Background: an optimization exercise with open tools, aiming at small area, a short achievable clock period and few clock cycles. Do not read the settings as production practice.
Where RTL was checked, it was by simulation tests only, not by an equivalence proof against the original.
No activity file was given, so power comes from the tool's default toggle rates.

// y86_pipe
module y86_pipe (
    input clk,
    input rst,
    output [8:0] imem_addr,
    input [79:0] imem_data,
    output [8:0] dmem_addr,
    output dmem_we,
    output [63:0] dmem_wdata,
    input [63:0] dmem_rdata,
    output [1:0] stat,
    input [3:0] dbg_sel,
    output [63:0] dbg_val
);
export LEC_CHECK = 0
export CAP_MARGIN = 20
export CORE_MARGIN = 2
export CORE_UTILIZATION = 55
export SLEW_MARGIN = 20
export SYNTH_HIERARCHICAL = 1
create_clock -name core_clock -period 30.0 [get_ports {clk}]
standard.sh (not shown) runs the stock make flow with config.mk's settings and CLKGATE_MAP_FILE= SYNTH_SCRIPT=/design/flow/synth_recipe.tcl, a recipe that flattens the netlist after the stock synthesis.
==> flow/flow/run.sh <==
#!/bin/bash
# The standard ORFS layout (the standard.sh), with:
#  - every port buffered with buf_1 instead of the default delay buffer,
#  - repair_timing asked to keep a large setup margin (the SDC is unchanged),
#  - a clock tree of clkbuf_16 with larger sink clusters and no dummy loads.
set -euo pipefail
bash standard.sh "BUFFER_PORTS_ARGS=-buffer_cell sky130_fd_sc_hd__buf_1" SETUP_SLACK_MARGIN=17.5 \
  "CTS_ARGS=-sink_clustering_enable -repair_clock_nets -buf_list sky130_fd_sc_hd__clkbuf_16 -sink_clustering_size 24 -sink_clustering_max_diameter 80 -dont_use_dummy_load" \
  finish > standard_flow.log 2>&1
Testbench counts at the start, summed over its fixed seeds: cycles 140,205.
Then changed:
--- a/flow/design.v
+++ b/flow/design.v
@@ -349,22 +349,23 @@
     output [63:0] dbg_val
 );
     reg [8:0] fpc;           
     reg fpc_hi;              
     reg [63:0] R [0:14];     
     reg zf, sf, of;          
     reg [1:0] st;            
     reg Dv;                  
     reg [1:0] Dst;           
     reg [3:0] Dic, Dfn, DrA, DrB;
     reg [63:0] DvalC;
+    reg [63:0] DvalA;        
     reg [9:0] ras;
     wire stopped = (st != 2'd0);
     function cond(input [3:0] fn, input z, input s, input o);
         case (fn)
             4'h0: cond = 1'b1;
             4'h1: cond = (s ^ o) | z;
             4'h2: cond = s ^ o;
             4'h3: cond = z;
             4'h4: cond = ~z;
             4'h5: cond = ~(s ^ o);
             4'h6: cond = ~((s ^ o) | z);
@@ -423,39 +424,42 @@
     wire x_fault = Dv && (Dst != 2'd0);
     wire halted = stopped || x_fault;
     wire go = Dv && (Dst == 2'd0) && !stopped;
     wire [1023:0] rA_in, rB_in;
     genvar g;
     generate
         for (g = 0; g < 15; g = g + 1) begin : flat
             assign rA_in[64*g +: 64] = R[g];
             assign rB_in[64*g +: 64] = R[g];
         end
     endgenerate
-    assign rA_in[1023:960] = {54'd0, ras};
+    assign rA_in[1023:960] = 64'd0;
     assign rB_in[1023:960] = 64'd0;
-    reg [15:0] selA, selB;
+    reg [15:0] selA_f, selA, selB;
     integer k;
     always @(*) begin
         for (k = 0; k < 15; k = k + 1) begin
-            selA[k] = halted ? (dbg_sel == k) : (DrA == k) && !x_call;
+            selA_f[k] = (rA == k);
+            selA[k] = halted ? (dbg_sel == k) : selA_f[k];
             selB[k] = x_stack ? (k == 4) : (DrB == k) && !x_cmov && !x_irmov;
         end
-        selA[15] = !halted && x_call;
+        selA_f[15] = 1'b0;
+        selA[15] = 1'b0;
         selB[15] = 1'b0;
     end
-    wire [63:0] valA, valB;
-    rf_read portA (.r(rA_in), .sel(selA), .out(valA));
+    wire [63:0] portA_out, valB;
+    rf_read portA (.r(rA_in), .sel(selA), .out(portA_out));
     rf_read portB (.r(rB_in), .sel(selB), .out(valB));
     wire [63:0] rsp = R[4];
-    assign dbg_val = valA;
+    wire [63:0] valA = DvalA;
+    assign dbg_val = portA_out;
     assign dmem_wdata = valA;
     wire sub = x_op && (Dfn[1:0] == 2'd1);
     wire dec = x_push | x_call;
     reg [63:0] opB;
     always @(*) begin
         if (x_stack) opB = dec ? -64'd8 : 64'd8;
         else if (x_irmov) opB = DvalC;
         else opB = valA ^ {64{sub}};
     end
     wire [63:0] arith, a_xor, a_and;
     wire arith_co;
@@ -494,33 +498,41 @@
     wire ret_miss = (dmem_rdata != {54'd0, ras});
     assign dmem_addr = (x_rmmov | x_mrmov) ? am[8:0] : dec ? rsp_dec : rsp[8:0];
     assign dmem_we = exec && (x_rmmov | x_push | x_call);
     assign stat = stopped ? st : x_fault ? Dst : 2'd0;
     wire x_cnd = cond(Dfn, zf, sf, of);
     wire wE = (x_cmov & x_cnd) | x_irmov | x_op;    
     wire wM = x_mrmov | x_pop;                       
     wire [63:0] wdata = wM ? dmem_rdata : alu;
     wire [63:0] wdata4 = (wM && DrA == 4'd4) ? dmem_rdata : alu;
     wire [63:0] wd = rst ? 64'd0 : wdata;
     wire [63:0] wd4 = rst ? 64'd0 : wdata4;
-    reg [14:0] we;
+    reg [14:0] we, we_x;
     integer i;
     always @(*) begin
-        for (i = 0; i < 15; i = i + 1)
-            we[i] = rst || (exec && ((wE && DrB == i) || (wM && DrA == i) || (i == 4 && x_stack)));
+        for (i = 0; i < 15; i = i + 1) begin
+            we_x[i] = exec && ((wE && DrB == i) || (wM && DrA == i) || (i == 4 && x_stack));
+            we[i] = rst || we_x[i];
+        end
     end
     always @(posedge clk) begin
         for (i = 0; i < 15; i = i + 1) begin
             if (we[i]) R[i] <= (i == 4) ? wd4 : wd;
         end
     end
+    wire fwdA = |(we_x & selA_f[14:0]);
+    always @(posedge clk) begin
+        if (icode == 4'h8) DvalA <= {54'd0, valP};    
+        else if (fwdA) DvalA <= selA_f[4] ? wdata4 : wdata;
+        else DvalA <= portA_out;
+    end
     wire fz = (go && x_op) ? alu_zf : zf;
     wire fs = (go && x_op) ? alu_sf : sf;
     wire fo = (go && x_op) ? alu_of : of;
     wire f_cnd = cond(ifun, fz, fs, fo);
     wire take = (icode == 4'h8) || ((icode == 4'h7) && f_cnd);
     wire f_ret = (icode == 4'h9);
     assign imem_addr = fpc;
     always @(posedge clk) begin
         if (rst) begin
             fpc <= 9'd0;
             fpc_hi <= 1'b0;
- worst setup slack gets worse by 0.012 ns
- routed wire length grows by 6.0%
- count of clock-buffer cells in the layout came out higher by 5
- sequential share of layout area is lower by 1.0 points
- cell area came out higher by 6.4%
- power increases by 4.5%
- worst hold slack got worse by 0.039 ns
- synthesized cell count grows by 9.2%
- clock skew rises by 0.015 ns
Only the layout flow was run in the second run of this note; the RTL was not checked for function there.

## what the ideal ports hide
Ports are ideal in the flow. The routed layouts listed here were re-timed in OpenROAD. Step 1, drivers: a clkbuf_16 drives clk and a buf_2 each remaining input, both assumed. Step 2 also shifts input and output timing later by t, the mid clock arrival at the registers, as if the neighbouring blocks saw the same clock. Slacks: no drivers / after step 1 / after step 2; pairs: no drivers / after step 1.
run | t, ns | setup WS [ns] | clock arrival spread, ns | slew at the worst register clock pin (ns)
the first run | 0.788 | 16.047 / 15.984 / 15.827 | 0.068 / 0.067 | 0.10 / 0.10
the second run | 0.787 | 16.035 / 15.963 / 15.963 | 0.083 / 0.082 | 0.11 / 0.11
After both steps setup and hold are still met in every run listed. For the first run, which loses most, drivers alone change the setup slack by -0.063 ns; drivers and shift together by -0.220 ns.
